Source: an optimization exercise on an open RTL-to-GDS flow (aim: small area, a short achievable clock period and few clock cycles). Production flows keep margins and buffers that such runs may drop. In this exercise RTL edits were held to simulation tests only and were not proved equivalent to the original. No activity file was given, so power comes from the tool's default toggle rates.

## flow/design.v (module list and top-level ports; edited modules follow where they fit)
// module frv_alu: 134 lines
// module frv_alu_mul_serial: 58 lines
// module frv_alu_muldiv: 119 lines
// module frv_lsu: 166 lines
// module frv_gprs: 45 lines
// module frv_csrs: 475 lines
// module frv_counters: 106 lines
// module frv_interrupt: 118 lines
// module frv_core_fetch_buffer: 201 lines
// module frv_pipeline_register: 76 lines
// module frv_pipeline_fetch: 194 lines
// module frv_pipeline_decode: 679 lines
// module frv_pipeline_execute: 322 lines
// module frv_pipeline_memory: 231 lines
// module frv_pipeline_writeback: 328 lines
// module frv_pipeline: 481 lines
// module frv_core: 233 lines
module frv_core(
input               g_clk           ,  
input               g_resetn        ,  
output wire [31:0]  trs_pc          ,  
output wire [31:0]  trs_instr       ,  
output wire         trs_valid       ,  
input  wire         int_external    ,  
input  wire         int_software    ,  
output wire         imem_req        ,  
output wire         imem_wen        ,  
output wire [3:0]   imem_strb       ,  
output wire [31:0]  imem_wdata      ,  
output wire [31:0]  imem_addr       ,  
input  wire         imem_gnt        ,  
input  wire         imem_recv       ,  
output wire         imem_ack        ,  
input  wire         imem_error      ,  
input  wire [31:0]  imem_rdata      ,  
output wire         dmem_req        ,  
output wire         dmem_wen        ,  
output wire [3:0]   dmem_strb       ,  
output wire [31:0]  dmem_wdata      ,  
output wire [31:0]  dmem_addr       ,  
input  wire         dmem_gnt        ,  
input  wire         dmem_recv       ,  
output wire         dmem_ack        ,  
input  wire         dmem_error      ,  
input  wire [31:0]  dmem_rdata         
);
  // ...
==> flow/run.sh <==
#!/bin/bash
# synth_recipe.tcl (not shown) runs the flow's synth.tcl, then flattens the netlist and writes it again
# the make line also repeats each setting of config.mk as NAME=value (left out here)
make -C /OpenROAD-flow-scripts/flow DESIGN_CONFIG=/design/flow/config.mk WORK_HOME=/design/flow/orfs CLKGATE_MAP_FILE= SYNTH_SCRIPT=/design/flow/synth_recipe.tcl finish
==> flow/config.mk <==
export PLATFORM = sky130hd
export DESIGN_NAME = frv_core
export DESIGN_NICKNAME = frv_core
export VERILOG_FILES = /design/flow/design.v
export SDC_FILE = /design/flow/constraint.sdc
export NUM_CORES = 4
export LEC_CHECK = 0
export CAP_MARGIN = 40
export CELL_PAD_IN_SITES_DETAIL_PLACEMENT = 2
export CELL_PAD_IN_SITES_GLOBAL_PLACEMENT = 2
export CORE_MARGIN = 2
export CORE_UTILIZATION = 35
export SLEW_MARGIN = 40
==> flow/constraint.sdc <==
create_clock -name core_clock -period 16.0 [get_ports {g_clk}]
set_input_delay 3.2000 -clock core_clock [delete_from_list [all_inputs] [get_ports {g_clk}]]
set_output_delay 3.2000 -clock core_clock [all_outputs]
set_load 0.01 [all_outputs]
==> key figures, run 1 <==
Synth
  • XOR/XNOR Fraction of Synth Area: ~3.5%
  • Flops & latches, synth: approximately 2200
  • Yosys top cell by area: dfxtp_1
  • Post-synth cell types: about 120
  • EDFF count, synth: 0

Power
  • Pwr top: combinational logic
  • Total Power: about 23 mW
  • Leakage: 50.7 nW
  • Comb power: ~10 mW
  • Net Sw Power: approximately 11 mW
  • P_seq: between 6 and 7 mW

Timing
  • WHS: about 450 ps
  • Worst setup margin: 4320 ps
  • FMAX: between 80 and 90 MHz
  • Final Hold Viols: 0

Status
  • Outcome: complete, no violations

Die
  • DIE HEIGHT: 610 µm
  • CORE AREA: roughly 0.37 mm²

Routing
  • DR WL met3: ~93000 µm
  • Top layer in use: met5
  • DR vias: between 100k and 150k
  • Met2 WL post-DR: approximately 370000 µm

Setup path
  • CP Buf/Inv Count: 3
  • CP most frequent cell: clkdlybuf4s50_1
  • Startpoint Class: input port

Global routing
  • First-pass GRT wire length: around 1200000 µm
  • Met1 GRT Util: between 50% and 60%

Cells and area
  • Fraction of area in multi-input gates: 53.5%
  • Non-clock buffering overhead: under 10%
  • Sequential share of cell area: between 20 and 30%
  • Biggest Area Class: multi-input gates
  • Area of the multi-input gates: between 0.07 and 0.08 mm²

Run
  • MaxCap Viol Count: 0

Worst hold path
  • Worst hold start: i_counters.timer_interrupt

Clocking
  • H-tree Lvls: 5
  • Resized cells post-CTS: 0
Testbench counts, summed over its fixed seeds: cycles 67,827.
==> module frv_alu_muldiv, before the edit <==
module frv_alu_muldiv(
input              g_clk        ,  
input              g_resetn     ,  
input  wire        exu_stall    ,  
input  wire        exu_flush    ,  
input  wire        pipe_progress,  
input  wire        imul_valid   ,  
input  wire        imul_mul     , 
input  wire        imul_mulh    , 
input  wire        imul_mulhu   , 
input  wire        imul_mulhsu  , 
input  wire        imul_div     , 
input  wire        imul_divu    , 
input  wire        imul_rem     , 
input  wire        imul_remu    , 
input  wire [31:0] imul_lhs     ,  
input  wire [31:0] imul_rhs     ,  
output wire        imul_ready   ,  
output wire [31:0] imul_result     
);
wire        i_mul       = imul_valid && imul_mul   ;
wire        i_mulh      = imul_valid && imul_mulh  ;
wire        i_mulhu     = imul_valid && imul_mulhu ;
wire        i_mulhsu    = imul_valid && imul_mulhsu;
wire        is_mul      = i_mul  || i_mulh  || i_mulhu || i_mulhsu;
wire        mul_hi      = i_mulh || i_mulhu || i_mulhsu;
wire [63:0] mul_result  ;
wire        mul_go      = is_mul && !mul_finished;
wire        mul_done    ;
wire        lhs_signed  = i_mul || i_mulh || i_mulhsu;
wire        rhs_signed  = i_mul || i_mulh;
reg         mul_finished;
always @(posedge g_clk) begin
    if(!g_resetn) begin
        mul_finished <= 1'b0;
    end else if(pipe_progress) begin
        mul_finished <= 1'b0;
    end else if(mul_go && mul_done) begin
        mul_finished <= 1'b1;
    end
end
frv_alu_mul_serial
#(
.LEN(32)
) i_mul_serial (
.clk       (g_clk     ),
.resetn    (g_resetn  ),
.lhs       (imul_lhs  ),
.rhs       (imul_rhs  ),
.lhs_signed(lhs_signed),
.rhs_signed(rhs_signed),
.out       (mul_result),
.valid     (mul_go    ),
.done      (mul_done  )
);
wire        i_div       = imul_valid && imul_div   ;
wire        i_divu      = imul_valid && imul_divu  ;
wire        i_rem       = imul_valid && imul_rem   ;
wire        i_remu      = imul_valid && imul_remu  ;
wire        r_div       = i_div || i_divu;
wire        r_rem       = i_rem || i_remu;
reg         div_run     ;
reg         div_done    ;
reg [4:0]   div_count   ;
wire        is_divrem   = i_div || i_divu || i_rem || i_remu;
wire        signed_lhs  = (i_div || i_rem) && imul_lhs[31];
wire        signed_rhs  = (i_div || i_rem) && imul_rhs[31];
wire        div_start   = is_divrem && !div_run && !div_done;
wire        div_finished= (div_run && div_count == 0) || div_done;
reg  [31:0] quotient    ;
reg  [31:0] dividend    ;
reg  [62:0] divisor     ;
reg         outsign     ;
wire [31:0] qmask       = 32'b1           << div_count;
wire        div_less    = divisor <= {31'b0,dividend};
always @(posedge g_clk) begin
    if(!g_resetn || exu_flush) begin
        div_done <= 1'b0;
        div_run  <= 1'b0;
        div_count<= 31;
        dividend <= 0;
        divisor  <= 0;
        quotient <= 0;
        outsign  <= 1'b0;
    end else if(div_done) begin
        div_done <= exu_stall;
    end else if(div_start) begin
        div_count<= 31;
        div_run  <= 1'b1;
        div_done <= 1'b0;
        dividend <= signed_lhs ? -imul_lhs : imul_lhs;
        divisor  <= (signed_rhs ? -{{31{imul_rhs[31]}},imul_rhs} :
                                    {31'b0,imul_rhs}               ) << 31;
        quotient <= 0;
        outsign  <= (i_div && (imul_lhs[31] != imul_rhs[31]) && |imul_rhs) ||
                    (i_rem && imul_lhs[31]);
    end else if(div_run) begin
        if(div_less) begin
            dividend <= dividend - divisor[31:0];
            quotient <= quotient | qmask  ;
        end
        if(div_finished) begin
            div_run  <= 1'b0;
            div_done <= 1'b1;
        end else begin
            div_count <= div_count - 1;
            divisor   <= divisor >> 1;
        end
    end
end
wire [31:0] dividend_out = outsign ? -dividend : dividend;
wire [31:0] quotient_out = outsign ? -quotient : quotient;
assign imul_result =
    {32{r_rem }} & dividend_out         |
    {32{r_div }} & quotient_out         |
    {32{mul_hi}} & mul_result[63:32]    |
    {32{i_mul }} & mul_result[31: 0]    ;
assign imul_ready  = (is_mul && mul_finished) || (is_divrem && (div_done));
endmodule
==> module frv_core_fetch_buffer, before the edit <==
module frv_core_fetch_buffer (
input              g_clk        ,  
input              g_resetn     ,  
input              flush        ,
input              f_4byte      ,  
input              f_2byte      ,  
input              f_err        ,  
input  [31:0]      f_in         ,  
output             f_ready      ,  
output [31:0]      buf_out      ,  
output             buf_out_2    ,  
output             buf_out_4    ,  
output             buf_err      ,  
output             buf_valid    ,  
input              buf_ready       
);
parameter  XLEN = 32        ;  
parameter  ILEN = 32        ;  
localparam XL   = XLEN-1    ;  
localparam IL   = ILEN-1    ;  
localparam REG_ZERO = 5'd0;
localparam REG_RA   = 5'd1;
localparam REG_SP   = 5'd2;
localparam P_FU_ALU     = 0;
localparam P_FU_MUL     = 1;
localparam P_FU_LSU     = 2;
localparam P_FU_CFU     = 3;
localparam P_FU_CSR     = 4;
localparam ALU_ADD      = {2'b00, 3'b001};
localparam ALU_SUB      = {2'b00, 3'b000};
localparam ALU_AND      = {2'b01, 3'b001};
localparam ALU_OR       = {2'b01, 3'b010};
localparam ALU_XOR      = {2'b01, 3'b100};
localparam ALU_SLT      = {2'b10, 3'b001};
localparam ALU_SLTU     = {2'b10, 3'b010};
localparam ALU_SRA      = {2'b11, 3'b001};
localparam ALU_SRL      = {2'b11, 3'b010};
localparam ALU_SLL      = {2'b11, 3'b100};
localparam CFU_BEQ      = {2'b00, 3'b001};
localparam CFU_BGE      = {2'b00, 3'b010};
localparam CFU_BGEU     = {2'b00, 3'b011};
localparam CFU_BLT      = {2'b00, 3'b100};
localparam CFU_BLTU     = {2'b00, 3'b101};
localparam CFU_BNE      = {2'b00, 3'b110};
localparam CFU_EBREAK   = {2'b01, 3'b001};
localparam CFU_ECALL    = {2'b01, 3'b010};
localparam CFU_MRET     = {2'b01, 3'b100};
localparam CFU_JALI     = {2'b10, 3'b010};
localparam CFU_JALR     = {2'b10, 3'b100};
localparam CFU_PT_C     = {2'b11, 3'b001};
localparam CFU_PT_W     = {2'b11, 3'b000};
localparam CFU_PNT_C    = {2'b11, 3'b010};
localparam CFU_PNT_W    = {2'b11, 3'b011};
localparam CFU_LINK     = {2'b11, 3'b111};
localparam CF_PREDICT_TAKEN     = 1'b1;
localparam CF_PREDICT_NOT_TAKEN = 1'b0;
localparam LSU_SIGNED   = 0;
localparam LSU_LOAD     = 3;
localparam LSU_STORE    = 4;
localparam LSU_BYTE     = 2'b01;
localparam LSU_HALF     = 2'b10;
localparam LSU_WORD     = 2'b11;
localparam MUL_DIV      = {2'b11, 3'b000};
localparam MUL_DIVU     = {2'b11, 3'b001};
localparam MUL_MUL      = {2'b01, 3'b000};
localparam MUL_MULH     = {2'b01, 3'b100};
localparam MUL_MULHSU   = {2'b01, 3'b111};
localparam MUL_MULHU    = {2'b01, 3'b101};
localparam MUL_REM      = {2'b10, 3'b000};
localparam MUL_REMU     = {2'b10, 3'b001};
localparam CSR_READ     = 4;
localparam CSR_WRITE    = 3;
localparam CSR_SET      = 2;
localparam CSR_CLEAR    = 1;
localparam CSR_SWAP     = 0;
localparam DIS_OPRA_RS1 = 0;   
localparam DIS_OPRA_PC  = 1;   
localparam DIS_OPRA_CSRI= 2;   
localparam DIS_OPRB_RS2 = 3;   
localparam DIS_OPRB_IMM = 4;   
localparam DIS_OPRC_RS2 = 5;   
localparam DIS_OPRC_CSRA= 6;   
localparam DIS_OPRC_PCIM= 7;   
localparam TRAP_NONE    = 6'b111111;
localparam TRAP_IALIGN  = 6'b0 ;
localparam TRAP_IACCESS = 6'b1 ;
localparam TRAP_IOPCODE = 6'd2 ;
localparam TRAP_BREAKPT = 6'd3 ;
localparam TRAP_LDALIGN = 6'd4 ;
localparam TRAP_LDACCESS= 6'd5 ;
localparam TRAP_STALIGN = 6'd6 ;
localparam TRAP_STACCESS= 6'd7 ;
localparam TRAP_ECALLM  = 6'd11;
localparam TRAP_INT_MSI = 6'd3 ;
localparam TRAP_INT_MTI = 6'd7 ;
localparam TRAP_INT_MEI = 6'd11;
reg [16:0] buffer    [2:0];
reg [16:0] n_buffer  [2:0];
reg [ 1:0] bdepth         ;
reg [ 1:0] n_bdepth       ;
assign f_ready = bdepth  < 2'd2                     ||
                 bdepth == 2'd2 && (eat_2 || eat_4) ||
                 bdepth == 2'd3 && (         eat_4) ;
assign buf_out   = {buffer[1][15:0], buffer[0][15:0]};
assign buf_err   =  buffer[0][16  ];
wire   buf_16    = buf_out[1:0] != 2'b11;
wire   buf_32    = buf_out[1:0] == 2'b11;
assign buf_out_2 = bdepth >= 2'd1 && buf_16;
assign buf_out_4 = bdepth >= 2'd2 && buf_32;
wire   eat_2     = buf_out_2 && buf_ready;
wire   eat_4     = buf_out_4 && buf_ready;
assign buf_valid = buf_out_2 || buf_out_4 ;
always @(*) begin
    n_bdepth      = bdepth   ;
    n_buffer[0]   = buffer[0];
    n_buffer[1]   = buffer[1];
    n_buffer[2]   = buffer[2];
    case(bdepth)
    0 : begin  
        if(f_4byte) begin
            n_buffer[0] = {f_err,f_in[15: 0]};
            n_buffer[1] = {f_err,f_in[31:16]};
            n_bdepth    = 2;
        end else if(f_2byte) begin
            n_buffer[0] = {f_err,f_in[31:16]};
            n_bdepth    = 1;
        end
    end
    1 : begin  
        if(f_4byte) begin
            if(eat_2) begin 
                n_buffer[0] = {f_err,f_in[15: 0]};
                n_buffer[1] = {f_err,f_in[31:16]};
                n_bdepth    = 2;
            end else begin           
                n_buffer[1] = {f_err,f_in[15: 0]};
                n_buffer[2] = {f_err,f_in[31:16]};
                n_bdepth    = 3;
            end
        end else begin               
            if(eat_2) begin 
                n_bdepth    = 0;
            end
        end
    end
    2 : begin  
        if(f_4byte) begin
            if(eat_4) begin          
                n_buffer[0] = {f_err,f_in[15: 0]};
                n_buffer[1] = {f_err,f_in[31:16]};
                n_bdepth    = 2;
            end else if(eat_2) begin 
                n_buffer[0] = buffer[1];
                n_buffer[1] = {f_err,f_in[15: 0]};
                n_buffer[2] = {f_err,f_in[31:16]};
                n_bdepth    = 3;
            end
        end else begin               
            if(eat_4) begin          
                n_bdepth    = 0;
            end else if(eat_2) begin 
                n_buffer[0] = buffer[1];
                n_bdepth    = 1;
            end
        end
    end
    3 : begin  
        if(f_4byte) begin
            if(eat_4) begin          
                n_buffer[0] = buffer[2];
                n_buffer[1] = {f_err,f_in[15: 0]};
                n_buffer[2] = {f_err,f_in[31:16]};
                n_bdepth    = 3;
            end
        end else begin               
            if(eat_4) begin          
                n_buffer[0] = buffer[2];
                n_bdepth    = 1;
            end else if(eat_2) begin 
                n_buffer[0] = buffer[1];
                n_buffer[1] = buffer[2];
                n_bdepth    = 2;
            end
        end
    end
    endcase
end
always @(posedge g_clk) begin
    if(!g_resetn || flush) begin
        bdepth      <= 0;
        buffer[0]   <= 0;
        buffer[1]   <= 0;
        buffer[2]   <= 0;
    end else begin
        bdepth      <= n_bdepth   ;
        buffer[0]   <= n_buffer[0];
        buffer[1]   <= n_buffer[1];
        buffer[2]   <= n_buffer[2];
    end
end
endmodule
==> inputs of run 2 (changes only) <==
--- a/flow/design.v
+++ b/flow/design.v
@@ -216,33 +216,2 @@
 wire        i_mulhsu    = imul_valid && imul_mulhsu;
-wire        is_mul      = i_mul  || i_mulh  || i_mulhu || i_mulhsu;
-wire        mul_hi      = i_mulh || i_mulhu || i_mulhsu;
-wire [63:0] mul_result  ;
-wire        mul_go      = is_mul && !mul_finished;
-wire        mul_done    ;
-wire        lhs_signed  = i_mul || i_mulh || i_mulhsu;
-wire        rhs_signed  = i_mul || i_mulh;
-reg         mul_finished;
-always @(posedge g_clk) begin
-    if(!g_resetn) begin
-        mul_finished <= 1'b0;
-    end else if(pipe_progress) begin
-        mul_finished <= 1'b0;
-    end else if(mul_go && mul_done) begin
-        mul_finished <= 1'b1;
-    end
-end
-frv_alu_mul_serial
-#(
-.LEN(32)
-) i_mul_serial (
-.clk       (g_clk     ),
-.resetn    (g_resetn  ),
-.lhs       (imul_lhs  ),
-.rhs       (imul_rhs  ),
-.lhs_signed(lhs_signed),
-.rhs_signed(rhs_signed),
-.out       (mul_result),
-.valid     (mul_go    ),
-.done      (mul_done  )
-);
 wire        i_div       = imul_valid && imul_div   ;
@@ -251,61 +220,136 @@
 wire        i_remu      = imul_valid && imul_remu  ;
+wire        is_mul      = i_mul  || i_mulh  || i_mulhu || i_mulhsu;
+wire        mul_hi      = i_mulh || i_mulhu || i_mulhsu;
 wire        r_div       = i_div || i_divu;
 wire        r_rem       = i_rem || i_remu;
-reg         div_run     ;
-reg         div_done    ;
-reg [4:0]   div_count   ;
-wire        is_divrem   = i_div || i_divu || i_rem || i_remu;
-wire        signed_lhs  = (i_div || i_rem) && imul_lhs[31];
-wire        signed_rhs  = (i_div || i_rem) && imul_rhs[31];
-wire        div_start   = is_divrem && !div_run && !div_done;
-wire        div_finished= (div_run && div_count == 0) || div_done;
-reg  [31:0] quotient    ;
-reg  [31:0] dividend    ;
-reg  [62:0] divisor     ;
-reg         outsign     ;
-wire [31:0] qmask       = 32'b1           << div_count;
-wire        div_less    = divisor <= {31'b0,dividend};
+wire        is_divrem   = r_div || r_rem;
+wire        lhs_signed  = i_mul || i_mulh || i_mulhsu;
+wire        rhs_signed  = i_mul || i_mulh;
+wire        d_signed    = i_div || i_rem;
+localparam S_IDLE = 3'd0;
+localparam S_MUL  = 3'd1;
+localparam S_NORM = 3'd2;
+localparam S_DIV  = 3'd3;
+localparam S_FIX  = 3'd4;
+localparam S_DONE = 3'd5;
+localparam S_CNT  = 3'd6;
+reg  [ 2:0] state;
+reg  [ 5:0] count;
+reg  [32:0] acc  ;   
+reg  [31:0] qr   ;   
+reg  [31:0] dvs  ;   
+reg         mul_last  ;  
+wire [ 3:0] mul_nib   = qr[3:0];
+reg         mul_asgn  ;  
+reg         mul_rsgn  ;  
+wire        mul_neg3  = mul_last && mul_rsgn;        
+wire [32:0] mul_a     = {mul_asgn, imul_lhs};
+wire [37:0] mul_a38   = {{5{mul_a[32]}}, mul_a};
+wire [37:0] mul_p0    = {38{mul_nib[0]}} & mul_a38;
+wire [37:0] mul_p1    = {38{mul_nib[1]}} & {mul_a38[36:0], 1'b0};
+wire [37:0] mul_p2    = {38{mul_nib[2]}} & {mul_a38[35:0], 2'b0};
+wire [37:0] mul_p3r   = {38{mul_nib[3]}} & {mul_a38[34:0], 3'b0};
+wire [37:0] mul_p3    = mul_neg3 ? ~mul_p3r : mul_p3r;
+wire [37:0] mul_cin   = {37'b0, mul_neg3};    
+wire [37:0] mul_acc   = {{5{acc[32]}}, acc};
+wire [37:0] csa1_s    = mul_acc ^ mul_p0 ^ mul_p1;
+wire [37:0] csa1_c    = {(mul_acc & mul_p0 | mul_acc & mul_p1 | mul_p0 & mul_p1), 1'b0};
+wire [37:0] csa2_s    = mul_p2 ^ mul_p3 ^ mul_cin;
+wire [37:0] csa2_c    = {(mul_p2 & mul_p3 | mul_p2 & mul_cin | mul_p3 & mul_cin), 1'b0};
+wire [37:0] csa3_s    = csa1_s ^ csa1_c ^ csa2_s;
+wire [37:0] csa3_c    = {(csa1_s & csa1_c | csa1_s & csa2_s | csa1_c & csa2_s), 1'b0};
+wire [37:0] csa4_s    = csa3_s ^ csa3_c ^ csa2_c;
+wire [37:0] csa4_c    = {(csa3_s & csa3_c | csa3_s & csa2_c | csa3_c & csa2_c), 1'b0};
+wire [37:0] mul_sum   = csa4_s + csa4_c;
+wire [31:0] neg_in    = state == S_IDLE ? imul_lhs : (r_div ? qr : acc[31:0]);
+wire [31:0] neg_out   = -neg_in;
+wire [31:0] abs_a     = d_signed && imul_lhs[31] ? neg_out : imul_lhs;
+wire [31:0] abs_b     = d_signed && imul_rhs[31] ? -imul_rhs : imul_rhs;
+function [5:0] clz32;
+    input [31:0] x;
+    integer i;
+    begin
+        clz32 = 6'd32;
+        for (i = 0; i < 32; i = i + 1)
+            if (x[i]) clz32 = 6'd31 - i[5:0];
+    end
+endfunction
+wire [ 5:0] clz_a     = clz32(qr);
+wire [ 5:0] clz_b     = clz32(dvs);
+wire        dvs_zero  = dvs == 32'd0;
+wire [ 6:0] steps_raw = {1'b0, clz_b} - {1'b0, clz_a} + 7'd1;
+wire [ 5:0] steps     = dvs_zero      ? 6'd32 :
+                        steps_raw[6]  ? 6'd0  :
+                                        steps_raw[5:0];
+wire [ 5:0] nshift    = 6'd32 - count;
+wire [63:0] norm_val  = {32'b0, qr} << nshift;
+wire [32:0] div_t     = {acc[31:0], qr[31]};
+wire [33:0] div_sub   = {1'b0, div_t} - {2'b0, dvs};
+wire        div_ge    = !div_sub[33];
+wire        outsign   = (i_div && (imul_lhs[31] != imul_rhs[31]) && |imul_rhs) ||
+                        (i_rem && imul_lhs[31]);
 always @(posedge g_clk) begin
     if(!g_resetn || exu_flush) begin
-        div_done <= 1'b0;
-        div_run  <= 1'b0;
-        div_count<= 31;
-        dividend <= 0;
-        divisor  <= 0;
-        quotient <= 0;
-        outsign  <= 1'b0;
-    end else if(div_done) begin
-        div_done <= exu_stall;
-    end else if(div_start) begin
-        div_count<= 31;
-        div_run  <= 1'b1;
-        div_done <= 1'b0;
-        dividend <= signed_lhs ? -imul_lhs : imul_lhs;
-        divisor  <= (signed_rhs ? -{{31{imul_rhs[31]}},imul_rhs} :
-                                    {31'b0,imul_rhs}               ) << 31;
-        quotient <= 0;
-        outsign  <= (i_div && (imul_lhs[31] != imul_rhs[31]) && |imul_rhs) ||
-                    (i_rem && imul_lhs[31]);
-    end else if(div_run) begin
-        if(div_less) begin
-            dividend <= dividend - divisor[31:0];
-            quotient <= quotient | qmask  ;
+        state <= S_IDLE;
+        count <= 6'd0;
+        acc   <= 33'd0;
+        qr    <= 32'd0;
+        dvs   <= 32'd0;
+        mul_last <= 1'b0;
+        mul_asgn <= 1'b0;
+        mul_rsgn <= 1'b0;
+    end else case(state)
+        S_IDLE: begin
+            if(is_mul) begin
+                mul_asgn <= lhs_signed && imul_lhs[31];
+                mul_rsgn <= rhs_signed;
+                acc   <= 33'd0;
+                qr    <= imul_rhs;
+                count <= 6'd1;
+                state <= S_MUL;
+            end else if(is_divrem) begin
+                qr    <= abs_a;
+                dvs   <= abs_b;
+                state <= S_CNT;
+            end
         end
-        if(div_finished) begin
-            div_run  <= 1'b0;
-            div_done <= 1'b1;
-        end else begin
-            div_count <= div_count - 1;
-            divisor   <= divisor >> 1;
+        S_MUL: begin
+            acc   <= mul_sum[36:4];
+            qr    <= {mul_sum[3:0], qr[31:4]};
+            count <= count + 6'd1;
+            if(mul_last) state <= S_DONE;
+            mul_last <= count == 6'd7;
         end
-    end
+        S_CNT: begin
+            count <= steps;
+            state <= S_NORM;
+        end
+        S_NORM: begin
+            acc   <= {1'b0, norm_val[63:32]};
+            qr    <= norm_val[31:0];
+            state <= count == 6'd0 ? S_FIX : S_DIV;
+        end
+        S_DIV: begin
+            acc   <= {1'b0, div_ge ? div_sub[31:0] : div_t[31:0]};
+            qr    <= {qr[30:0], div_ge};
+            count <= count - 6'd1;
+            if(count == 6'd1) state <= S_FIX;
+        end
+        S_FIX: begin
+            if(outsign) begin
+                if(r_div) qr  <= neg_out;
+                else      acc <= {1'b0, neg_out};
+            end
+            state <= S_DONE;
+        end
+        S_DONE: begin
+            if(pipe_progress) state <= S_IDLE;
+        end
+        default: state <= S_IDLE;
+    endcase
 end
-wire [31:0] dividend_out = outsign ? -dividend : dividend;
-wire [31:0] quotient_out = outsign ? -quotient : quotient;
+assign imul_ready  = imul_valid && state == S_DONE;
 assign imul_result =
-    {32{r_rem }} & dividend_out         |
-    {32{r_div }} & quotient_out         |
-    {32{mul_hi}} & mul_result[63:32]    |
-    {32{i_mul }} & mul_result[31: 0]    ;
-assign imul_ready  = (is_mul && mul_finished) || (is_divrem && (div_done));
+    {32{r_rem || mul_hi}} & acc[31:0] |
+    {32{r_div || i_mul }} & qr        ;
 endmodule
@@ -1225,3 +1269,3 @@
 input              flush        ,
-input              f_4byte      ,  
+input              f_valid      ,  
 input              f_2byte      ,  
@@ -1229,6 +1273,5 @@
 input  [31:0]      f_in         ,  
-output             f_ready      ,  
+output reg [2:0]   bdepth       ,  
+output     [2:0]   n_bdepth     ,  
 output [31:0]      buf_out      ,  
-output             buf_out_2    ,  
-output             buf_out_4    ,  
 output             buf_err      ,  
@@ -1237,184 +1280,53 @@
 );
-parameter  XLEN = 32        ;  
-parameter  ILEN = 32        ;  
-localparam XL   = XLEN-1    ;  
-localparam IL   = ILEN-1    ;  
-localparam REG_ZERO = 5'd0;
-localparam REG_RA   = 5'd1;
-localparam REG_SP   = 5'd2;
-localparam P_FU_ALU     = 0;
-localparam P_FU_MUL     = 1;
-localparam P_FU_LSU     = 2;
-localparam P_FU_CFU     = 3;
-localparam P_FU_CSR     = 4;
-localparam ALU_ADD      = {2'b00, 3'b001};
-localparam ALU_SUB      = {2'b00, 3'b000};
-localparam ALU_AND      = {2'b01, 3'b001};
-localparam ALU_OR       = {2'b01, 3'b010};
-localparam ALU_XOR      = {2'b01, 3'b100};
-localparam ALU_SLT      = {2'b10, 3'b001};
-localparam ALU_SLTU     = {2'b10, 3'b010};
-localparam ALU_SRA      = {2'b11, 3'b001};
-localparam ALU_SRL      = {2'b11, 3'b010};
-localparam ALU_SLL      = {2'b11, 3'b100};
-localparam CFU_BEQ      = {2'b00, 3'b001};
-localparam CFU_BGE      = {2'b00, 3'b010};
-localparam CFU_BGEU     = {2'b00, 3'b011};
-localparam CFU_BLT      = {2'b00, 3'b100};
-localparam CFU_BLTU     = {2'b00, 3'b101};
-localparam CFU_BNE      = {2'b00, 3'b110};
-localparam CFU_EBREAK   = {2'b01, 3'b001};
-localparam CFU_ECALL    = {2'b01, 3'b010};
-localparam CFU_MRET     = {2'b01, 3'b100};
-localparam CFU_JALI     = {2'b10, 3'b010};
-localparam CFU_JALR     = {2'b10, 3'b100};
-localparam CFU_PT_C     = {2'b11, 3'b001};
-localparam CFU_PT_W     = {2'b11, 3'b000};
-localparam CFU_PNT_C    = {2'b11, 3'b010};
-localparam CFU_PNT_W    = {2'b11, 3'b011};
-localparam CFU_LINK     = {2'b11, 3'b111};
-localparam CF_PREDICT_TAKEN     = 1'b1;
-localparam CF_PREDICT_NOT_TAKEN = 1'b0;
-localparam LSU_SIGNED   = 0;
-localparam LSU_LOAD     = 3;
-localparam LSU_STORE    = 4;
-localparam LSU_BYTE     = 2'b01;
-localparam LSU_HALF     = 2'b10;
-localparam LSU_WORD     = 2'b11;
-localparam MUL_DIV      = {2'b11, 3'b000};
-localparam MUL_DIVU     = {2'b11, 3'b001};
-localparam MUL_MUL      = {2'b01, 3'b000};
-localparam MUL_MULH     = {2'b01, 3'b100};
-localparam MUL_MULHSU   = {2'b01, 3'b111};
-localparam MUL_MULHU    = {2'b01, 3'b101};
-localparam MUL_REM      = {2'b10, 3'b000};
-localparam MUL_REMU     = {2'b10, 3'b001};
-localparam CSR_READ     = 4;
-localparam CSR_WRITE    = 3;
-localparam CSR_SET      = 2;
-localparam CSR_CLEAR    = 1;
-localparam CSR_SWAP     = 0;
-localparam DIS_OPRA_RS1 = 0;   
-localparam DIS_OPRA_PC  = 1;   
-localparam DIS_OPRA_CSRI= 2;   
-localparam DIS_OPRB_RS2 = 3;   
-localparam DIS_OPRB_IMM = 4;   
-localparam DIS_OPRC_RS2 = 5;   
-localparam DIS_OPRC_CSRA= 6;   
-localparam DIS_OPRC_PCIM= 7;   
-localparam TRAP_NONE    = 6'b111111;
-localparam TRAP_IALIGN  = 6'b0 ;
-localparam TRAP_IACCESS = 6'b1 ;
-localparam TRAP_IOPCODE = 6'd2 ;
-localparam TRAP_BREAKPT = 6'd3 ;
-localparam TRAP_LDALIGN = 6'd4 ;
-localparam TRAP_LDACCESS= 6'd5 ;
-localparam TRAP_STALIGN = 6'd6 ;
-localparam TRAP_STACCESS= 6'd7 ;
-localparam TRAP_ECALLM  = 6'd11;
-localparam TRAP_INT_MSI = 6'd3 ;
-localparam TRAP_INT_MTI = 6'd7 ;
-localparam TRAP_INT_MEI = 6'd11;
-reg [16:0] buffer    [2:0];
-reg [16:0] n_buffer  [2:0];
-reg [ 1:0] bdepth         ;
-reg [ 1:0] n_bdepth       ;
-assign f_ready = bdepth  < 2'd2                     ||
-                 bdepth == 2'd2 && (eat_2 || eat_4) ||
-                 bdepth == 2'd3 && (         eat_4) ;
-assign buf_out   = {buffer[1][15:0], buffer[0][15:0]};
-assign buf_err   =  buffer[0][16  ];
-wire   buf_16    = buf_out[1:0] != 2'b11;
-wire   buf_32    = buf_out[1:0] == 2'b11;
-assign buf_out_2 = bdepth >= 2'd1 && buf_16;
-assign buf_out_4 = bdepth >= 2'd2 && buf_32;
-wire   eat_2     = buf_out_2 && buf_ready;
-wire   eat_4     = buf_out_4 && buf_ready;
-assign buf_valid = buf_out_2 || buf_out_4 ;
-always @(*) begin
-    n_bdepth      = bdepth   ;
-    n_buffer[0]   = buffer[0];
-    n_buffer[1]   = buffer[1];
-    n_buffer[2]   = buffer[2];
-    case(bdepth)
-    0 : begin  
-        if(f_4byte) begin
-            n_buffer[0] = {f_err,f_in[15: 0]};
-            n_buffer[1] = {f_err,f_in[31:16]};
-            n_bdepth    = 2;
-        end else if(f_2byte) begin
-            n_buffer[0] = {f_err,f_in[31:16]};
-            n_bdepth    = 1;
-        end
-    end
-    1 : begin  
-        if(f_4byte) begin
-            if(eat_2) begin 
-                n_buffer[0] = {f_err,f_in[15: 0]};
-                n_buffer[1] = {f_err,f_in[31:16]};
-                n_bdepth    = 2;
-            end else begin           
-                n_buffer[1] = {f_err,f_in[15: 0]};
-                n_buffer[2] = {f_err,f_in[31:16]};
-                n_bdepth    = 3;
-            end
-        end else begin               
-            if(eat_2) begin 
-                n_bdepth    = 0;
-            end
-        end
-    end
-    2 : begin  
-        if(f_4byte) begin
-            if(eat_4) begin          
-                n_buffer[0] = {f_err,f_in[15: 0]};
-                n_buffer[1] = {f_err,f_in[31:16]};
-                n_bdepth    = 2;
-            end else if(eat_2) begin 
-                n_buffer[0] = buffer[1];
-                n_buffer[1] = {f_err,f_in[15: 0]};
-                n_buffer[2] = {f_err,f_in[31:16]};
-                n_bdepth    = 3;
-            end
-        end else begin               
-            if(eat_4) begin          
-                n_bdepth    = 0;
-            end else if(eat_2) begin 
-                n_buffer[0] = buffer[1];
-                n_bdepth    = 1;
-            end
-        end
-    end
-    3 : begin  
-        if(f_4byte) begin
-            if(eat_4) begin          
-                n_buffer[0] = buffer[2];
-                n_buffer[1] = {f_err,f_in[15: 0]};
-                n_buffer[2] = {f_err,f_in[31:16]};
-                n_bdepth    = 3;
-            end
-        end else begin               
-            if(eat_4) begin          
-                n_buffer[0] = buffer[2];
-                n_bdepth    = 1;
-            end else if(eat_2) begin 
-                n_buffer[0] = buffer[1];
-                n_buffer[1] = buffer[2];
-                n_bdepth    = 2;
-            end
-        end
-    end
-    endcase
-end
+reg  [16:0] b0, b1, b2, b3, b4;
+assign buf_out   = {b1[15:0], b0[15:0]};
+assign buf_err   = b0[16];
+wire   buf_32    = b0[1:0] == 2'b11;
+assign buf_valid = buf_32 ? bdepth >= 3'd2 : bdepth >= 3'd1;
+wire   eat_2     = buf_valid && buf_ready && !buf_32;
+wire   eat_4     = buf_valid && buf_ready &&  buf_32;
+wire [16:0] in_lo = f_2byte ? {f_err, f_in[31:16]} : {f_err, f_in[15:0]};
+wire [16:0] in_hi = {f_err, f_in[31:16]};
+wire        two   = !f_2byte;
+wire        add1  = f_valid && !two;
+wire        add2  = f_valid &&  two;
+wire [16:0] q [0:4];
+assign q[0] = b0; assign q[1] = b1; assign q[2] = b2; assign q[3] = b3; assign q[4] = b4;
+function [16:0] nxt;
+    input [2:0] i;       
+    input [2:0] e;       
+    reg   [2:0] d;
+    begin
+        d = bdepth - e;
+        if     (f_valid && i == d)              nxt = in_lo;
+        else if(add2    && i == d + 3'd1)       nxt = in_hi;
+        else if(i + e <= 3'd4)                  nxt = q[i + e];
+        else                                    nxt = b4;
+    end
+endfunction
+wire [16:0] n_e0 [0:4];
+wire [16:0] n_e1 [0:4];
+wire [16:0] n_e2 [0:4];
+genvar gi;
+generate for(gi = 0; gi < 5; gi = gi + 1) begin : g_nxt
+    assign n_e0[gi] = nxt(gi, 3'd0);
+    assign n_e1[gi] = nxt(gi, 3'd1);
+    assign n_e2[gi] = nxt(gi, 3'd2);
+end endgenerate
+wire [2:0] bd_add = bdepth + {1'b0, add2, add1};
+assign n_bdepth = flush ? 3'd0 :
+                  eat_4 ? bd_add - 3'd2 :
+                  eat_2 ? bd_add - 3'd1 :
+                          bd_add;
 always @(posedge g_clk) begin
     if(!g_resetn || flush) begin
-        bdepth      <= 0;
-        buffer[0]   <= 0;
-        buffer[1]   <= 0;
-        buffer[2]   <= 0;
+        bdepth <= 3'd0;
+        b0 <= 17'd0; b1 <= 17'd0; b2 <= 17'd0; b3 <= 17'd0; b4 <= 17'd0;
     end else begin
-        bdepth      <= n_bdepth   ;
-        buffer[0]   <= n_buffer[0];
-        buffer[1]   <= n_buffer[1];
-        buffer[2]   <= n_buffer[2];
+        bdepth <= n_bdepth;
+        b0 <= eat_4 ? n_e2[0] : eat_2 ? n_e1[0] : n_e0[0];
+        b1 <= eat_4 ? n_e2[1] : eat_2 ? n_e1[1] : n_e0[1];
+        b2 <= eat_4 ? n_e2[2] : eat_2 ? n_e1[2] : n_e0[2];
+        b3 <= eat_4 ? n_e2[3] : eat_2 ? n_e1[3] : n_e0[3];
+        b4 <= eat_4 ? n_e2[4] : eat_2 ? n_e1[4] : n_e0[4];
     end
@@ -1501,6 +1413,8 @@
 input               g_resetn        ,  
-input  wire         cf_req          ,  
-input  wire [31:0]  cf_target       ,  
+input  wire         s4_cf_req       ,  
+input  wire [31:0]  s4_cf_target    ,  
+input  wire         s1_cf_req       ,  
+input  wire [31:0]  s1_cf_target    ,  
 output wire         cf_ack          ,  
-output reg          imem_req        ,  
+output wire         imem_req        ,  
 output wire         imem_wen        ,  
@@ -1508,3 +1422,3 @@
 output wire [31:0]  imem_wdata      ,  
-output reg  [31:0]  imem_addr       ,  
+output wire [31:0]  imem_addr       ,  
 input  wire         imem_gnt        ,  
@@ -1521,153 +1435,3 @@
 parameter FRV_PC_RESET_VALUE = 32'h8000_0000;
-parameter PREFETCH_REQS = 2;
-parameter  XLEN = 32        ;  
-parameter  ILEN = 32        ;  
-localparam XL   = XLEN-1    ;  
-localparam IL   = ILEN-1    ;  
-localparam REG_ZERO = 5'd0;
-localparam REG_RA   = 5'd1;
-localparam REG_SP   = 5'd2;
-localparam P_FU_ALU     = 0;
-localparam P_FU_MUL     = 1;
-localparam P_FU_LSU     = 2;
-localparam P_FU_CFU     = 3;
-localparam P_FU_CSR     = 4;
-localparam ALU_ADD      = {2'b00, 3'b001};
-localparam ALU_SUB      = {2'b00, 3'b000};
-localparam ALU_AND      = {2'b01, 3'b001};
-localparam ALU_OR       = {2'b01, 3'b010};
-localparam ALU_XOR      = {2'b01, 3'b100};
-localparam ALU_SLT      = {2'b10, 3'b001};
-localparam ALU_SLTU     = {2'b10, 3'b010};
-localparam ALU_SRA      = {2'b11, 3'b001};
-localparam ALU_SRL      = {2'b11, 3'b010};
-localparam ALU_SLL      = {2'b11, 3'b100};
-localparam CFU_BEQ      = {2'b00, 3'b001};
-localparam CFU_BGE      = {2'b00, 3'b010};
-localparam CFU_BGEU     = {2'b00, 3'b011};
-localparam CFU_BLT      = {2'b00, 3'b100};
-localparam CFU_BLTU     = {2'b00, 3'b101};
-localparam CFU_BNE      = {2'b00, 3'b110};
-localparam CFU_EBREAK   = {2'b01, 3'b001};
-localparam CFU_ECALL    = {2'b01, 3'b010};
-localparam CFU_MRET     = {2'b01, 3'b100};
-localparam CFU_JALI     = {2'b10, 3'b010};
-localparam CFU_JALR     = {2'b10, 3'b100};
-localparam CFU_PT_C     = {2'b11, 3'b001};
-localparam CFU_PT_W     = {2'b11, 3'b000};
-localparam CFU_PNT_C    = {2'b11, 3'b010};
-localparam CFU_PNT_W    = {2'b11, 3'b011};
-localparam CFU_LINK     = {2'b11, 3'b111};
-localparam CF_PREDICT_TAKEN     = 1'b1;
-localparam CF_PREDICT_NOT_TAKEN = 1'b0;
-localparam LSU_SIGNED   = 0;
-localparam LSU_LOAD     = 3;
-localparam LSU_STORE    = 4;
-localparam LSU_BYTE     = 2'b01;
-localparam LSU_HALF     = 2'b10;
-localparam LSU_WORD     = 2'b11;
-localparam MUL_DIV      = {2'b11, 3'b000};
-localparam MUL_DIVU     = {2'b11, 3'b001};
-localparam MUL_MUL      = {2'b01, 3'b000};
-localparam MUL_MULH     = {2'b01, 3'b100};
-localparam MUL_MULHSU   = {2'b01, 3'b111};
-localparam MUL_MULHU    = {2'b01, 3'b101};
-localparam MUL_REM      = {2'b10, 3'b000};
-localparam MUL_REMU     = {2'b10, 3'b001};
-localparam CSR_READ     = 4;
-localparam CSR_WRITE    = 3;
-localparam CSR_SET      = 2;
-localparam CSR_CLEAR    = 1;
-localparam CSR_SWAP     = 0;
-localparam DIS_OPRA_RS1 = 0;   
-localparam DIS_OPRA_PC  = 1;   
-localparam DIS_OPRA_CSRI= 2;   
-localparam DIS_OPRB_RS2 = 3;   
-localparam DIS_OPRB_IMM = 4;   
-localparam DIS_OPRC_RS2 = 5;   
-localparam DIS_OPRC_CSRA= 6;   
-localparam DIS_OPRC_PCIM= 7;   
-localparam TRAP_NONE    = 6'b111111;
-localparam TRAP_IALIGN  = 6'b0 ;
-localparam TRAP_IACCESS = 6'b1 ;
-localparam TRAP_IOPCODE = 6'd2 ;
-localparam TRAP_BREAKPT = 6'd3 ;
-localparam TRAP_LDALIGN = 6'd4 ;
-localparam TRAP_LDACCESS= 6'd5 ;
-localparam TRAP_STALIGN = 6'd6 ;
-localparam TRAP_STACCESS= 6'd7 ;
-localparam TRAP_ECALLM  = 6'd11;
-localparam TRAP_INT_MSI = 6'd3 ;
-localparam TRAP_INT_MTI = 6'd7 ;
-localparam TRAP_INT_MEI = 6'd11;
-assign s1_valid = buf_valid;
-assign cf_ack   = (!imem_req || imem_req && imem_gnt);
-wire f_ready;    
-wire f_4byte;    
-wire f_2byte;    
-wire buf_out_2 ;  
-wire buf_out_4 ;  
-wire buf_valid ;  
-wire buf_ready = s1_valid && !s1_busy;  
-reg  [2:0] ignore_rsps       ;
-wire [2:0] n_ignore_rsps     ;
-assign     n_ignore_rsps    = ignore_rsps - {2'b00, rsp_recv};
-wire        drop_response   = |ignore_rsps;
-reg  [2:0]   reqs_outstanding;
-wire [2:0] n_reqs_outstanding = reqs_outstanding +
-                                {2'b0,(imem_req && imem_gnt)} -
-                                {2'b0,rsp_recv};
-wire cf_change          = cf_req && cf_ack;
-wire progress_imem_addr = imem_req && imem_gnt;
-wire [31:0] n_imem_addr = imem_addr + 4;
-wire reqs_out_ok = n_reqs_outstanding < PREFETCH_REQS;
-wire        n_imem_req  = (s0_flush || f_ready || cf_change) &&
-                          (reqs_out_ok || s0_flush);
-always @(posedge g_clk) begin
-    if(!g_resetn) begin
-        imem_addr <= FRV_PC_RESET_VALUE;
-    end else if(cf_change) begin
-        imem_addr <= {cf_target[31:2],2'b00};
-    end else if(progress_imem_addr) begin
-        imem_addr <= n_imem_addr;
-    end
-end
-always @(posedge g_clk) begin
-    if(!g_resetn) begin
-        imem_req    <= 1'b0;
-    end else begin
-        imem_req    <= n_imem_req;
-    end
-end
-always @(posedge g_clk) begin
-    if(!g_resetn) begin
-        reqs_outstanding <= 3'b0;
-    end else begin
-        reqs_outstanding <= n_reqs_outstanding;
-    end
-end
-always @(posedge g_clk) begin
-    if(!g_resetn) begin
-        ignore_rsps <= 3'b0;
-    end else if(cf_change) begin
-        ignore_rsps <= n_reqs_outstanding;
-    end else if(|ignore_rsps) begin
-        ignore_rsps <= n_ignore_rsps;
-    end
-end
-reg  fetch_misaligned;
-wire n_fetch_misaligned =
-    ((cf_change && cf_target[1]) || (fetch_misaligned&&!cf_change &&
-    !f_2byte));
-always @(posedge g_clk) begin
-    if(!g_resetn) begin
-        fetch_misaligned <= 1'b0;
-    end else begin
-        fetch_misaligned <= n_fetch_misaligned;
-    end
-end
-wire   rsp_recv= imem_recv && imem_ack;
-assign f_4byte = rsp_recv && !fetch_misaligned && !drop_response;
-assign f_2byte = rsp_recv &&  fetch_misaligned && !drop_response;
-assign imem_ack= f_ready || s0_flush;
+assign cf_ack     = 1'b1;
 assign imem_wdata = 0;
@@ -1675,2 +1439,60 @@
 assign imem_wen   = 0;
+reg  [31:0] addr_r   ;  
+reg         req_r    ;  
+reg  [ 2:0] out_cnt  ;  
+reg  [ 2:0] ign_cnt  ;  
+reg         mis_r    ;  
+wire [ 2:0] bdepth   ;  
+wire [ 2:0] n_bdepth ;  
+wire        s1_redir = s1_cf_req && !s4_cf_req;
+wire        redirect = s4_cf_req || s1_redir;
+assign imem_addr = s4_cf_req ? {s4_cf_target[31:2], 2'b00} : addr_r;
+assign imem_req  = s4_cf_req || req_r;
+wire        accepted = imem_req && imem_gnt;
+wire        rsp      = imem_recv && imem_ack;
+wire        drop     = |ign_cnt;
+assign imem_ack  = drop || s4_cf_req || bdepth <= 3'd3;
+wire [ 2:0] n_out_cnt = out_cnt + {2'b0, accepted} - {2'b0, rsp};
+wire        keep     = rsp && !drop && !redirect;
+wire [ 2:0] n_ign_cnt =
+    s4_cf_req ? out_cnt - {2'b0, rsp}             :
+    s1_redir  ? n_out_cnt                         :
+                ign_cnt - {2'b0, rsp && drop}     ;
+wire        acc_nr    = req_r && imem_gnt;
+wire [ 2:0] n_pending = out_cnt + {2'b0, acc_nr} - {2'b0, rsp} -
+                        (ign_cnt - {2'b0, rsp && drop});
+wire        keep_nr   = rsp && !drop;
+wire [ 3:0] req_base  = {1'b0, bdepth} + {2'b0, keep_nr && !mis_r, keep_nr && mis_r} +
+                        {n_pending, 1'b0};
+wire        n_req_r   = buf_eat4 ? req_base <= 4'd7 :
+                        buf_eat2 ? req_base <= 4'd6 :
+                                   req_base <= 4'd5 ;
+always @(posedge g_clk) begin
+    if(!g_resetn) begin
+        addr_r  <= FRV_PC_RESET_VALUE;
+        req_r   <= 1'b0;
+        out_cnt <= 3'd0;
+        ign_cnt <= 3'd0;
+        mis_r   <= 1'b0;
+    end else begin
+        out_cnt <= n_out_cnt;
+        ign_cnt <= n_ign_cnt;
+        if(s4_cf_req) begin
+            addr_r  <= {s4_cf_target[31:2], 2'b00} + {29'b0, accepted, 2'b00};
+            req_r   <= 1'b1;
+            mis_r   <= s4_cf_target[1];
+        end else if(s1_redir) begin
+            addr_r  <= {s1_cf_target[31:2], 2'b00};
+            req_r   <= 1'b1;
+            mis_r   <= s1_cf_target[1];
+        end else begin
+            if(accepted) addr_r <= addr_r + 32'd4;
+            req_r   <= n_req_r || (req_r && !accepted);
+            if(keep) mis_r <= 1'b0;
+        end
+    end
+end
+wire buf_ready = s1_valid && !s1_busy;
+wire buf_eat4  = buf_ready &&  (s1_data[1:0] == 2'b11);
+wire buf_eat2  = buf_ready && !(s1_data[1:0] == 2'b11);
 frv_core_fetch_buffer i_core_fetch_buffer (
@@ -1679,12 +1501,11 @@
 .flush    (s0_flush     ),
-.f_ready  (f_ready      ),
-.f_4byte  (f_4byte      ),  
-.f_2byte  (f_2byte      ),  
+.f_valid  (keep         ),  
+.f_2byte  (mis_r        ),  
 .f_err    (imem_error   ),  
 .f_in     (imem_rdata   ),  
+.bdepth   (bdepth       ),
+.n_bdepth (n_bdepth     ),
 .buf_out  (s1_data      ),  
-.buf_out_2(buf_out_2    ),  
-.buf_out_4(buf_out_4    ),  
 .buf_err  (s1_error     ),  
-.buf_valid(buf_valid    ),  
+.buf_valid(s1_valid     ),  
 .buf_ready(buf_ready    )   
@@ -1700,2 +1521,3 @@
 input  wire        s1_flush      ,  
+input  wire        s2_kill       ,  
 input  wire        s1_bubble     ,  
@@ -2330,4 +2152,5 @@
 wire [RL-1:0] p_mr;
+wire p_kill = s1_bubble || s2_kill;
 wire [RL-1:0] p_in = {
- s1_bubble ?  5'b0 : n_s2_rd   ,  
+ p_kill    ?  5'b0 : n_s2_rd   ,  
  n_s2_opr_a                ,  
@@ -2336,7 +2159,7 @@
  n_s2_cf_pred              ,  
- s1_bubble ?  5'b0 : n_s2_uop  ,  
- s1_bubble ?  5'b0 : n_s2_fu   ,  
- s1_bubble ?  1'b0 : n_s2_trap ,  
- s1_bubble ?  2'b0 : n_s2_size ,  
- s1_bubble ? 32'b0 : n_s2_instr   
+ p_kill    ?  5'b0 : n_s2_uop  ,  
+ p_kill    ?  5'b0 : n_s2_fu   ,  
+ p_kill    ?  1'b0 : n_s2_trap ,  
+ p_kill    ?  2'b0 : n_s2_size ,  
+ p_kill    ? 32'b0 : n_s2_instr   
 };
@@ -2387,2 +2210,5 @@
 input  wire        flush           ,  
+output wire        s2_cf_req       ,  
+output wire [31:0] s2_cf_target    ,  
+input  wire        s2_cf_ack       ,  
 output wire [ 4:0] fwd_s2_rd       ,  
@@ -2567,3 +2393,20 @@
     cfu_predict_taken ? CFU_LINK : s2_uop;
+reg         s2_redir_done;
+wire        s2_mispred_nt = cfu_cond && cfu_cond_taken && !cfu_predict_taken;
+wire        s2_jalr_np    = cfu_jalr && !cfu_predict_taken;
+assign      s2_cf_req     = (s2_mispred_nt || s2_jalr_np) && !s2_redir_done;
+assign      s2_cf_target  = s2_mispred_nt ? {s2_opr_c      [XL:1],1'b0} :
+                                            {alu_add_result[XL:1],1'b0} ;
+wire        s2_redirected = s2_cf_req && s2_cf_ack || s2_redir_done;
+always @(posedge g_clk) begin
+    if(!g_resetn || flush) begin
+        s2_redir_done <= 1'b0;
+    end else if(pipe_progress) begin
+        s2_redir_done <= 1'b0;
+    end else if(s2_cf_req && s2_cf_ack) begin
+        s2_redir_done <= 1'b1;
+    end
+end
 wire [4:0]  n_s3_uop_cfu   =
+    s2_redirected   ? (cfu_cond ? CFU_PT_C : CFU_LINK) :
     cfu_cond        ? cfu_pred_uop  : cfu_always_uop;
@@ -2730,2 +2573,3 @@
 output wire [31:0] s4_instr        ,  
+output wire [ 4:0] s4_pre          ,  
 input  wire        s4_busy         ,  
@@ -2886,3 +2730,16 @@
 );
-localparam RL = 114;
+localparam RL = 119;
+wire       s3_cfu   = s3_fu[P_FU_CFU];
+wire       s3_ecbk  = s3_cfu && (s3_uop == CFU_EBREAK || s3_uop == CFU_ECALL);
+wire       s3_mret  = s3_cfu &&  s3_uop == CFU_MRET;
+wire       s3_wrong = s3_cfu && (s3_uop == CFU_PT_W || s3_uop == CFU_PNT_W ||
+                                 s3_uop == CFU_JALR);
+wire [4:0] n_s4_pre = {
+    s3_wrong || s3_ecbk || s3_mret || n_s4_trap,
+    s3_ecbk  || n_s4_trap,
+    s3_cfu   && (s3_uop == CFU_JALR || s3_uop == CFU_LINK || s3_uop == CFU_JALI ||
+                 s3_uop == CFU_PT_C || s3_uop == CFU_PNT_W),
+    s3_cfu   && (s3_uop == CFU_PT_W || s3_uop == CFU_PNT_C),
+    s3_mret
+};
 wire [RL-1:0] pipe_reg_out;
@@ -2896,3 +2753,4 @@
     n_s4_size         ,  
-    n_s4_instr           
+    n_s4_instr        ,  
+    n_s4_pre
 };
@@ -2906,3 +2764,4 @@
     s4_size           ,  
-    s4_instr             
+    s4_instr          ,  
+    s4_pre
 } = pipe_reg_out;
@@ -2935,2 +2794,3 @@
 input  wire [31:0] s4_instr        ,  
+input  wire [ 4:0] s4_pre          ,  
 output wire        s4_busy         ,  
@@ -2958,2 +2818,4 @@
 output wire        trs_valid       ,  
+output wire        trs_out_valid   ,  
+input  wire        s4_enter        ,  
 output wire        csr_en          ,  
@@ -3126,3 +2988,3 @@
                       lsu_trap     ;
-assign cf_req       = cf_req_noint || trap_int  ;
+assign cf_req       = s4_pre[4] || lsu_trap || trap_int;
 wire cfu_finish_now = cf_req && cf_ack;
@@ -3134,3 +2996,6 @@
 assign cf_target    = 
-          cfu_tgt_trap    ? csr_mtvec : cf_target_noint;
+          s4_pre[3] || lsu_trap || trap_int ? csr_mtvec      :
+          s4_pre[2]                         ? s4_opr_a       :
+          s4_pre[1]                         ? pc_plus_isize  :
+                                              csr_mepc       ;
 reg     cfu_done;
@@ -3170,3 +3035,3 @@
     fu_lsu && !(
-        lsu_rsp_seen || (dmem_recv && dmem_ack) || lsu_mmio
+        lsu_rsp_seen || (dmem_recv && dmem_ack && !dmem_error) || lsu_mmio
     );
@@ -3189,4 +3054,3 @@
 wire [31:0] lsu_rdata   = {rdata_h1,rdata_b1,rdata_b0};
-wire        lsu_b_error = lsu_rsp_expected && dmem_error && dmem_recv ||
-                          fu_lsu           && lsu_err_seen            ||
+wire        lsu_b_error = fu_lsu           && lsu_err_seen            ||
                           lsu_mmio         && mmio_error              ;
@@ -3219,6 +3083,6 @@
                   {32{mul_gpr_wen}} & mul_gpr_wdata ;
-assign fwd_s4_rd    = gpr_rd;
+assign fwd_s4_rd    = (fu_csr && csr_done) ? 5'd0 : gpr_rd;  
 assign fwd_s4_wdata = gpr_wdata;
 assign fwd_s4_load  = fu_lsu && lsu_load;
-assign fwd_s4_csr   = fu_csr;
+assign fwd_s4_csr   = 1'b0;    
 reg    trap_int_pending;
@@ -3235,3 +3099,3 @@
 assign int_trap_ack = 1'b0;
-assign trap_cpu   = cfu_trap || lsu_trap || s4_trap;
+assign trap_cpu   = s4_pre[3] || lsu_trap;
 assign trap_int   = (int_trap_req || trap_int_pending) &&
@@ -3251,2 +3115,11 @@
     |s4_size && ((s4_valid && !s4_busy) || (cf_req && cf_ack && !cfu_done));
+reg trs_entered;
+always @(posedge g_clk) begin
+    if(!g_resetn) begin
+        trs_entered <= 1'b0;
+    end else begin
+        trs_entered <= s4_enter;
+    end
+end
+assign trs_out_valid = trs_entered;
 endmodule
@@ -3387,3 +3260,2 @@
 localparam TRAP_INT_MEI = 6'd11;
-assign      instr_ret = trs_valid;
 wire        s4_cf_req    ;  
@@ -3394,6 +3266,13 @@
 wire [31:0] s1_cf_target ;  
-wire        s1_cf_ack    = cf_ack && !s4_cf_req;
+wire        s2_cf_req    ;  
+wire [31:0] s2_cf_target ;
+wire        s2_cf_ack    = cf_ack && !s4_cf_req;
+wire        s2_cf_taken  = s2_cf_req && s2_cf_ack;
+wire        s1_cf_ack    = cf_ack && !s4_cf_req && !s2_cf_req;
 wire        s1_cf_taken  = s1_cf_req && s1_cf_ack;
-wire        cf_req     = s4_cf_req || s1_cf_req;
-wire [31:0] cf_target  = s4_cf_req ? s4_cf_target : s1_cf_target;
+wire        cf_req     = s4_cf_req || s2_cf_req || s1_cf_req;
+wire [31:0] cf_target  = s4_cf_req ? s4_cf_target :
+                         s2_cf_req ? s2_cf_target : s1_cf_target;
+wire        slow_cf_req    = s2_cf_req || s1_cf_req;
+wire [31:0] slow_cf_target = s2_cf_req ? s2_cf_target : s1_cf_target;
 wire        cf_ack     ;
@@ -3415,3 +3294,3 @@
 wire [31:0] trap_pc    ;  
-wire        s0_flush   = s4_cf_taken || s1_cf_taken;
+wire        s0_flush   = s4_cf_taken || s2_cf_taken || s1_cf_taken;
 wire        s1_flush   = s4_cf_taken;
@@ -3467,2 +3346,3 @@
 wire [31:0] s4_instr      ;  
+wire [ 4:0] s4_pre        ;  
 wire        s4_busy       ;  
@@ -3505,4 +3385,6 @@
 .g_resetn           (g_resetn           ),  
-.cf_req             (cf_req             ),  
-.cf_target          (cf_target          ),  
+.s4_cf_req          (s4_cf_req          ),  
+.s4_cf_target       (s4_cf_target       ),  
+.s1_cf_req          (slow_cf_req        ),  
+.s1_cf_target       (slow_cf_target     ),  
 .cf_ack             (cf_ack             ),  
@@ -3535,2 +3417,3 @@
 .s1_flush           (s1_flush           ),  
+.s2_kill            (s2_cf_taken        ),  
 .s1_bubble          (s1_bubble          ),  
@@ -3575,2 +3458,5 @@
 .flush            (s2_flush         ),  
+.s2_cf_req        (s2_cf_req        ),  
+.s2_cf_target     (s2_cf_target     ),  
+.s2_cf_ack        (s2_cf_ack        ),  
 .fwd_s2_rd        (fwd_s2_rd        ),  
@@ -3630,2 +3516,3 @@
 .s4_instr         (s4_instr         ),  
+.s4_pre           (s4_pre           ),  
 .s4_busy          (s4_busy          ),  
@@ -3646,2 +3533,3 @@
 .s4_instr         (s4_instr         ),  
+.s4_pre           (s4_pre           ),  
 .s4_busy          (s4_busy          ),  
@@ -3668,3 +3556,5 @@
 .trs_instr        (trs_instr        ),  
-.trs_valid        (trs_valid        ),  
+.trs_valid        (s4_retire        ),  
+.trs_out_valid    (trs_valid        ),  
+.s4_enter         (s4_enter         ),  
 .csr_en           (csr_en           ),  
@@ -3732,2 +3622,5 @@
 );
+wire        s4_retire;
+wire        s4_enter = s3_valid && !s3_busy && !s4_cf_taken && |s3_size;
+assign      instr_ret = s4_retire;
 endmodule
==> run 2 against run 1 <==
  * Still clean
  * Total power grew 23%
  * Fmax is 29% higher
  * Wire length rose by 14%
  * Core utilization shrank 0.12 points
  * Non-clock buffer count is 152 higher
  * Cell area grew 9.6%
  * Critical path depth is 1 lower
  * Sequential power about the same
  * Setup slack better by 2600 ps
  * Synthesized cell count is 12% higher
  * Global-route usage increased by 1.8 points
  * Clock power is 1% higher
  * Critical path type is now register to output pin
==> key figures, run 2 <==
Global routing
  • Initial antenna violation count: 127 (was 92)
  • Largest net degree at the start of global routing: 147 (was 200)
  • Gr usage total: 47.8% (was 46.0%)
  • Vias in the first global route: 163088 (was 149307)
  • Congestion Overflow GR: 0 (unchanged)
  • First-pass GRT wire length: 1390000 µm (was 1220000 µm)

Clocking
  • Worst skew pair latency: 1040 ps (was 1010 ps)
  • CTS root buf: clkbuf_16 (unchanged)
  • CTS tree: yes (unchanged)
  • Post-CTS Setup Inserts: 0 (unchanged)
  • Total CTS buffers: 283 (was 280)
  • # clock sinks: 2129 (was 2186)
  • Resized cells post-CTS: 0 (unchanged)
  • H-tree Lvls: 5 (unchanged)
  • CTS Buffer Depth: 4 (unchanged)
  • Hold Buf Count CTS: 0 (unchanged)
  • Clock transition at path regs: 60 ps (about the same)

Routing
  • Drt first-iter violations: 22311 (was 19368)
  • DR vias: 167815 (was 148402)
  • Drt total wl: 1020000 µm (was 894000 µm)
  • Vias per cell: 7.12 (was 7.03)
  • DRT Pass-1 Iters: 9 (was 10)
  • # DRC: 0 (unchanged)
  • Antenna-violating nets left: 0 (unchanged)
  • Routed len/inst: 43.1 µm (was 42.4 µm)

Synth
  • Cells after Synth: 18442 (was 16405)
  • Mapped Avg Cell Area: 7.67 µm² (was 7.85 µm²)
  • YS warnings: 47 (was 48)
  • Cell Area, Synth: 0.141 mm² (was 0.129 mm²)
  • Top-area cell type share of the netlist area: 30.1% (was 34.0%)
  • Post-synth top cells: nor2_1 (2282), dfxtp_1 (2129), nand2_1 (1679), clkbuf_1 (1560), a211oi_1 (1279) (was nor2_1 (2275), dfxtp_1 (2186), nand2_1 (1382), clkbuf_1 (1329), a211oi_1 (1227))
  • Top-count cell post-synth: nor2_1 (unchanged)
  • Flops & latches, synth: 2129 (was 2186)
  • Yosys top cell by area: dfxtp_1 (unchanged)
  • Post-synth cell types: 113 (was 117)
  • FFs w/ async S/R, synth: 0% (unchanged)
  • Synth area leaders: dfxtp_1 (30%), a211oi_1 (6.8%), nor2_1 (6.1%) (was dfxtp_1 (34%), a211oi_1 (7.2%), nor2_1 (6.6%))
  • EDFF count, synth: 0 (unchanged)
  • Part of the Yosys area used for sequential elements: 30.1% (was 34.0%)
  • Main synth FF type: dfxtp_1 (unchanged)

Timing
  • Worst rel slew slack: 31.3% (was 32.5%)
  • Sum Neg Setup Slack: 0 ps (unchanged)
  • WHS: 445 ps (was 451 ps)
  • Setup violations, final: 0 (unchanged)
  • FMAX: 110 MHz (was 85.6 MHz)
  • Slew Limit Fails: 0 (unchanged)
  • Period utilization: 56.8% (was 73.0%)
  • Final min period: 9090 ps (was 11680 ps)
  • Worst setup margin: 6910 ps (was 4320 ps)
  • RSZ-0062 raised after global routing: false (unchanged)
  • Worst slew pin tran: 1000 ps (was 1010 ps)
  • Final Hold Viols: 0 (unchanged)
  • Clock Skews: 117 ps (was 79.6 ps)

Setup path
  • Crit path kind: register to output pin (was input port to output pin)
  • CP most frequent cell: nor2_1 (was clkdlybuf4s50_1)
  • Worst path arrival time: 5890 ps (was 8480 ps)
  • WP data required: 12800 ps (about the same)
  • Cells on worst reg2reg path: 20 (unchanged)
  • CP endpoint: imem_addr[31] (was imem_ack)
  • Startpoint Class: register (was input port)
  • CP Buf/Inv Count: 1 (was 3)
  • CP max FO: 11 (was 9)
  • R2r setup slk: 7300 ps (was 7660 ps)
  • Critical path cell sequence: nand3_1 > or4_1 > or3_1 > nor2_1 > xor2_1 > nor2_1 > o311ai_0 > o21ai_0 > or2_2 > nand2_1 > clkdlybuf4s50_1 (was clkdlybuf4s50_1 > nand2_1 > o21ai_1 > a211oi_4 > o2111ai_1 > a221o_1 > nor3_1 > nand4_1 > nand2_2 > nor2_1 > inv_2 > clkdlybuf4s50_1)
  • Slowest CP cell: or4_1 (was a211oi_4)
  • Worst path depth: 11 (was 12)
  • CP top delay family: simple AND/OR/NAND/NOR gates (unchanged)
  • CP Capture Type: output pin (unchanged)
  • CP startpoint: i_pipeline.i_pipeline_s4_writeback.s4_pc[12] (was dmem_recv)
  • Worst stage delay on the critical path: 720 ps (was 630 ps)

Place
  • Placement Cell Area: 0.152 mm² (was 0.138 mm²)
  • Pre-CTS WS: 7310 ps (was 4230 ps)
  • Cell total after placement: 23001 (was 20545)
  • Gp weighted congestion: 1.06 (was 1.00)
  • PortBufs: 239 (unchanged)
  • Detail Placement HPWL: 727000 µm (was 627000 µm)

Worst hold path
  • Hold Crit Class: register to register (unchanged)

Cells and area
  • Post-layout util: 40.4% (was 40.5%)
  • Largest Register: i_pipeline.i_gprs.genblk0.genblk1.gprs (unchanged)
  • Commonest non-fill, non-tap cell in the layout: nor2_1 (unchanged)
  • Most frequent cells in the layout: nor2_1 (2187), dfxtp_1 (2115), nand2_1 (1658) (was nor2_1 (2209), dfxtp_1 (2155), nand2_1 (1373))
  • Max reg flops: 992 (unchanged)
  • Layout area overhead: 15.0% (was 15.2%)
  • Largest regs: i_pipeline.i_gprs.genblk0.genblk1.gprs: 992 flops, i_pipeline.i_pipeline_s1_decode.i_decode_pipereg.o_data: 147 flops, i_pipeline.i_pipeline_s2_execute.i_execute_pipe_reg.o_data: 114 flops (unchanged)
  • Share of layout cells above drive strength 1: 11.8% (was 11.0%)
  • Final #Nets: 18571 (was 16444)
  • Cell Count, Final, Fillers Out: 23586 (was 21097)
  • Fin area: 0.163 mm² (was 0.148 mm²)

Die
  • DIE HEIGHT: 640 µm (was 610 µm)
  • CORE AREA: 0.402 mm² (was 0.366 mm²)
  • IO Pins: 281 (unchanged)
  • Initial Utilization: 35.1% (was 35.2%)
  • Die ar.: 0.409 mm² (was 0.373 mm²)
  • Chip width: 640 µm (was 610 µm)
  • Num rows: 233 (was 222)

Power
  • Leakage: 56.2 nW (was 50.7 nW)
  • Peak supply drop: 228 µV (was 190 µV)
  • Total Power: 28.1 mW (was 22.9 mW)
  • Pwr Density: 173 mW/mm² (was 154 mW/mm²)

Status
  • Outcome: complete, no violations (unchanged)

Run
  • MaxCap Viol Count: 0 (unchanged)
==> run 2: worst min path at each step <==
stage,slack (ps),depth (start not counted),end,startpoint
floorplan,410,1,i_interrupts.mip_mtip,i_counters.timer_interrupt
global placement,440,2,register,register
detailed placement,450,2,register,register
CTS,450,2,register,register
global route,470,2,register,register
finish,440,2,register,register
==> run 2: area by class of cell <==
| class | instances | area (µm²) |
|---|---|---|
| clock buffer | 396 | 8310 |
| fill | 45746 | 240000 |
| multi-input combinational | 13962 | 92300 |
| sequential | 2129 | 42600 |
| antenna | 74 | 185 |
| tap | 5287 | 6620 |
| clock inverter | 102 | 1260 |
| inverter | 556 | 2090 |
| timing repair buffer | 1080 | 9200 |
==> run 2: cell families after synthesis <==
logic type,count (synthesis),share of synthesized area (%)
compound gates,6275,30.3
xor+xnor,514,3.18
fa+ha+maj,485,4.90
buf+inv,2391,6.70
flops,2129,30.1
mux,604,5.27
other cells,1,0.00265
simple gates,6043,19.5
==> run 2: layer usage <==
layer  global-route usage, %  routed length, µm
met5                   0.248                843
met4                    39.8             104000
met3                    13.1             106000
met2                    70.1             420000
met1                    58.1             386000
==> run 2: report_power, final <==
group	leakage, nW	switching, mW	total [mW]	internal [mW]
Clock	4.74	2.89	6.89	4.00
Combinational	34.3	11.2	15.0	3.84
Sequential	17.2	0.582	6.17	5.59
Total	56.2	14.6	28.1	13.4
==> run 2: worst register-to-register path: stages, from the launching register on <==
cell	delay, ps
dfxtp_1	300
buf_4	240
nand2_2	590
inv_2	50
buf_4	330
a211oi_1	480
nand4_1	240
nor3_2	230
buf_4	490
buf_4	790
nand3_1	190
buf_4	280
a211oi_1	420
a211o_1	310
o2111a_1	390
a41o_4	450
buf_4	710
buf_4	710
buf_4	860
nor2_1	260
a211oi_1	240
Testbench counts of run 2, summed over its fixed seeds: cycles 46,257.

==> re-timing with driven ports <==
How much do the figures lean on ideal ports? The routed layouts below were timed once more, with nothing changed but the port constraints.
Step 1, drivers: a clkbuf_16 drives g_clk and a buf_2 each remaining input, both assumed.
Step 2 adds t to the input delays and takes it off the output delays; t is the mean of the earliest and latest rising clock arrival at the registers after step 1. Input paths then give back, and output paths get back, about the clock's delay inside the block.
a / b / c = ideal ports / drivers / drivers and shift; a / b = the first two.
| run | shift t [ns] | setup WS [ns] | worst data-port slew with drivers (ns) |
|---|---|---|---|
| run 1 | 1.099 | 4.316 / 4.289 / 4.289 | 0.05 |
| run 2 | 1.113 | 6.910 / 6.777 / 7.005 | 0.09 |
After both steps every run listed still meets setup and hold. The setup slack of run 1, which loses most, moves by -0.027 ns with the drivers and by -0.027 ns with both steps.
